Background: an optimization exercise with open tools, aiming at small area. Do not read the settings as production practice. Where RTL was checked, it was by simulation tests only, not by an equivalence proof against the original. Power is estimated from default activity; no workload was simulated.

Design top, start of the top module:
module top(
    input CLK               ,
    input RST_N             ,
    input  SCL              ,
    input  SDA              ,
    output SDA_OUT          ,
    output OUT_EN           ,
    input [7:0] RO_ONE      ,
    input [7:0] RO_TWO      ,
    output [31:0] EFUSE_OUT ,
    output [7:0] CTRL_ONE       ,
    output [7:0] CTRL_TWO       ,
    output [7:0] CTRL_THREE     ,
    output VDD5V                ,
    input  Q                    ,
    output PGENB                ,
    output STROBE               ,
    output NR                   ,
    output [31:0] WE
    );
Settings: LEC_CHECK=0, ABC_AREA=1, CAP_MARGIN=20, CORE_MARGIN=2, CORE_UTILIZATION=55, PLACE_DENSITY=0.7, SLEW_MARGIN=20; clock period 10.0 ns.
standard.sh (not shown) runs the stock make flow with config.mk's settings and CLKGATE_MAP_FILE= SYNTH_SCRIPT=/design/flow/synth_recipe.tcl, a recipe that flattens the netlist after the stock synthesis.
==> flow/flow/run.sh <==
#!/bin/bash
# The standard layout (standard.sh) with three changes:
#  - synthesis maps logic with an area-only ABC script (flow/abc_area2.script);
#    everything else in synthesis, flip-flop mapping included, is unchanged
#  - port buffers use buf_1
#  - the clock tree uses clkbuf_8 with larger sink clusters and no dummy loads
set -euo pipefail
here=$(pwd)
export MY_ABC_SCRIPT=$here/flow/abc_area2.script
export BUFFER_PORTS_ARGS="-buffer_cell sky130_fd_sc_hd__buf_1"
export CTS_ARGS="-sink_clustering_enable -repair_clock_nets -buf_list {sky130_fd_sc_hd__clkbuf_8} -sink_clustering_size 12 -sink_clustering_max_diameter 50 -dont_use_dummy_load"
sed "s|SYNTH_SCRIPT=[^ ]*|SYNTH_SCRIPT=$here/flow/my_synth.tcl|" standard.sh > my_standard.sh
grep -q "SYNTH_SCRIPT=$here/flow/my_synth.tcl" my_standard.sh
bash my_standard.sh > standard.log 2>&1
==> flow/flow/abc_area2.script <==
strash
dch
map -a
strash
dch
map -a
topo
==> flow/flow/my_synth.tcl <==
proc synth {args} { yosys synth -nofsm -noshare {*}$args }
proc abc {args} {
  if {[info exists ::env(MY_ABC_SCRIPT)]} {
    set i [lsearch -exact $args -script]
    if {$i >= 0} { set args [lreplace $args $i [expr {$i+1}] -script $::env(MY_ABC_SCRIPT)] }
  }
  puts "abc args: $args"
  yosys abc {*}$args
}
source $::env(SCRIPTS_DIR)/synth.tcl
# left out here: clear keep_hierarchy, flatten, clean up, hide names made inside functions, write 1_2_yosys.v
Rerun with:
--- a/flow/flow/run.sh
+++ b/flow/flow/run.sh
@@ -11 +11 @@
-export CTS_ARGS="-sink_clustering_enable -repair_clock_nets -buf_list {sky130_fd_sc_hd__clkbuf_8} -sink_clustering_size 12 -sink_clustering_max_diameter 50 -dont_use_dummy_load"
+export CTS_ARGS="-sink_clustering_enable -repair_clock_nets -buf_list {sky130_fd_sc_hd__clkbuf_8} -sink_clustering_size 12 -sink_clustering_max_diameter 60 -dont_use_dummy_load"
CORE_UTILIZATION = 40   (was 55)
PLACE_DENSITY = default   (was 0.7)
Clock skew shrinks by 0.028 ns.
Area after synthesis is unchanged.
Non-clock buffer count shrinks by 1.
Cell area grows by 0.96%.
Cell count grows by about 6%.
Total power shrinks by about 0.7%.
Function was not checked in any run of this note: the RTL went through the layout flow alone.

* * *

== JK ==
Another version of the RTL of top (not shown whole).
Size in the first run: about 1500 cells after synthesis, roughly 210 flip-flops, ~11000 sq um of cells after synthesis.
Settings: LEC_CHECK=0, ABC_AREA=1, CAP_MARGIN=20, CORE_MARGIN=2, CORE_UTILIZATION=40, CTS_BUF_LIST=sky130_fd_sc_hd__clkbuf_4, SLEW_MARGIN=20; clock period 10.0 ns.
run.sh (not shown) runs the stock make flow with config.mk's settings and CLKGATE_MAP_FILE= SYNTH_SCRIPT=/design/flow/synth_recipe.tcl, a recipe that flattens the netlist after the stock synthesis.
Stock flow here: none of the scripts above is used.
--- input diff JK..MS ---
- ABC_AREA no longer set, was 1
- CTS_BUF_LIST no longer set, was sky130_fd_sc_hd__clkbuf_4
- NOTE multi-input gate area in the final layout JK->MS increased by more than 10%
- From JK to MS the numbers moved as follows: total area of sequential cells level, met2 wirelength from detailed routing saw an increase, arrival time reported for the critical path endpoint now sits lower, non-clock buffer count grew by 5.
- Share of layout cells above drive strength 1 in MS is 7.4 points higher than in JK
- JK was smaller in final cell area than MS.
- MS went all the way through synthesis, placement and routing and the layout is clean on timing, DRC and antenna.
Edits applied to the flow inputs when going from MS to AL:
- CTS_BUF_LIST newly set to sky130_fd_sc_hd__clkbuf_8
- CTS_CLUSTER_SIZE newly set to 30
- ABC_AREA newly set to 1
Results
MS → AL: average cell area after synthesis moved down; area of the mapped netlist moved down; register area level. Relative to MS, number of buffers other than clock buffers in the final layout has decreased by 5 in AL. In the metrics for AL and MS, the one carrying the higher worst hold-check slack is MS. Compared to MS, AL reaches a lower achievable clock. Setup slack in AL is smaller than in MS. AL vs MS on total power: AL is the lower one. AL reports a lower die area than MS does. Of AL and MS, it is AL that has the higher share of the clock period used by the worst path.

* * *

top, a different RTL version from the one above (not shown whole).
Size in the first run: about 1,200 cells after synthesis, about 190 flip-flops, about 120 I/O pins, roughly 9800 um^2 of cells after synthesis.
Design top, start of the top module:
module top(
    input CLK               ,
    input RST_N             ,
    input  SCL              ,
    input  SDA              ,
    output SDA_OUT          ,
    output OUT_EN           ,
    input [7:0] RO_ONE      ,
    input [7:0] RO_TWO      ,
    output [31:0] EFUSE_OUT ,
    output [7:0] CTRL_ONE       ,
    output [7:0] CTRL_TWO       ,
    output [7:0] CTRL_THREE     ,
    output VDD5V                ,
    input  Q                    ,
    output PGENB                ,
    output STROBE               ,
    output NR                   ,
    output [31:0] WE
    );
    assign VDD5V = 1'b1;
    wire efuse_bypass     ;
    wire efuse_write      ;
    wire efuse_multiple_en ;
    wire [31:0] efuse_in  ;
    wire write              ;
    wire read               ;
    wire wr_done            ;
    wire rd_done            ;
    wire dshift             ;
    wire [31:0] data_in     ;
    wire rst_n_s            ;
    wire clk_div_r          ;
    clk_div u_clk_div(
        .clk        (CLK        ),
        .rst_n      (rst_n_s    ),
        .clk_div_r  (clk_div_r  )
        );
    sync_async_reset u_sync_async_reset(
        .clk    (CLK    ),
        .rst_n  (RST_N  ),
        .rst_n_s(rst_n_s)
   );
    main_state_machine u_main_state_machine(
        .clk            (CLK        )  ,
        .rst_n          (rst_n_s    )  ,
        .efuse_write    (efuse_write)  ,
        .efuse_in       (efuse_in   )  ,
        .efuse_out      (EFUSE_OUT  )  ,
        .efuse_bypass   (efuse_bypass) ,
        .efuse_multiple_en (efuse_multiple_en),
        .write          (write      )  ,
        .read           (read       )  ,
        .data_write     (data_in    )  ,
        .dshift         (dshift     )  ,
        .q              (Q          )  ,
        .wr_done        (wr_done    )  ,
        .rd_done        (rd_done    )
    );
    efuse_controller u_efuse_controller(
        .clk        (CLK        ),
        .ce         (~clk_div_r ),
        .rst_n      (rst_n_s    ),
  ...
Settings: LEC_CHECK=0, ABC_AREA=1, CAP_MARGIN=20, CORE_MARGIN=2, CORE_UTILIZATION=40, SLEW_MARGIN=20; clock period 10.0 ns.
standard.sh (not shown) runs the stock make flow with config.mk's settings and CLKGATE_MAP_FILE= SYNTH_SCRIPT=/design/flow/synth_recipe.tcl, a recipe that flattens the netlist after the stock synthesis.
==> flow/flow/run.sh <==
#!/bin/bash
# The standard layout (standard.sh) with three changes:
#  - synthesis maps logic with an area-only ABC script (flow/abc_area2.script);
#    everything else in synthesis, flip-flop mapping included, is unchanged
#  - port buffers use buf_1
#  - the clock tree uses clkbuf_8 with larger sink clusters and no dummy loads
set -euo pipefail
here=$(pwd)
export MY_ABC_SCRIPT=$here/flow/abc_area2.script
export BUFFER_PORTS_ARGS="-buffer_cell sky130_fd_sc_hd__buf_1"
export CTS_ARGS="-sink_clustering_enable -repair_clock_nets -buf_list {sky130_fd_sc_hd__clkbuf_16} -sink_clustering_size 40 -sink_clustering_max_diameter 60 -dont_use_dummy_load"
sed "s|SYNTH_SCRIPT=[^ ]*|SYNTH_SCRIPT=$here/flow/my_synth.tcl|" standard.sh > my_standard.sh
grep -q "SYNTH_SCRIPT=$here/flow/my_synth.tcl" my_standard.sh
bash my_standard.sh > standard.log 2>&1
Scripts as last shown in full above: flow/flow/abc_area2.script, flow/flow/my_synth.tcl
The first run went through all stages and came out clean.
==> next run, changes <==
--- a/flow/flow/run.sh
+++ b/flow/flow/run.sh
@@ -9,5 +9,5 @@
 export MY_ABC_SCRIPT=$here/flow/abc_area2.script
 export BUFFER_PORTS_ARGS="-buffer_cell sky130_fd_sc_hd__buf_1"
-export CTS_ARGS="-sink_clustering_enable -repair_clock_nets -buf_list {sky130_fd_sc_hd__clkbuf_16} -sink_clustering_size 40 -sink_clustering_max_diameter 60 -dont_use_dummy_load"
+export CTS_ARGS="-sink_clustering_enable -repair_clock_nets -buf_list {sky130_fd_sc_hd__clkbuf_8} -sink_clustering_size 20 -sink_clustering_max_diameter 45 -dont_use_dummy_load"
 sed "s|SYNTH_SCRIPT=[^ ]*|SYNTH_SCRIPT=$here/flow/my_synth.tcl|" standard.sh > my_standard.sh
 grep -q "SYNTH_SCRIPT=$here/flow/my_synth.tcl" my_standard.sh
Result: Critical path depth is unchanged; clock skew rose by 0.010 ns; non-clock buffer count is unchanged; sequential power hardly moves; clock power shrinks by 30%; final area fell by 1.7%; worst setup slack gets worse by 0.044 ns; count of clock-buffer cells in the layout stays the same; final cell count stays the same; total power drops by 11%.

[what the ideal ports hide]
How much do the figures lean on ideal ports? The routed layouts below were timed once more, with nothing changed but the port constraints.
Step 1, drivers: a clkbuf_16 drives CLK and a buf_2 each remaining input, both assumed.
Step 2 adds t to the input delays and takes it off the output delays; t is the mean of the earliest and latest rising clock arrival at the registers after step 1. Input paths then give back, and output paths get back, about the clock's delay inside the block.
Three values: no drivers, after step 1, after step 2; two values: the first two.
run	t (ns)	setup slack, ns	clock arrival spread, ns	pins driven straight from the clock port
the first run of note 1	0.573	6.061 / 6.021 / 6.531	0.061 / 0.060	1
the second run of note 1	0.583	6.050 / 6.007 / 6.538	0.032 / 0.032	1
JK	0.719	5.673 / 5.632 / 6.351	0.058 / 0.058	1
MS	0.575	5.970 / 5.920 / 6.300	0.034 / 0.035	1
AL	0.578	5.814 / 5.771 / 6.349	0.035 / 0.035	1
the first run of note 3	0.483	6.185 / 6.136 / 6.370	0.026 / 0.025	1
the second run of note 3	0.510	6.141 / 6.097 / 6.321	0.035 / 0.034	1
After both steps setup and hold are still met in every run listed.
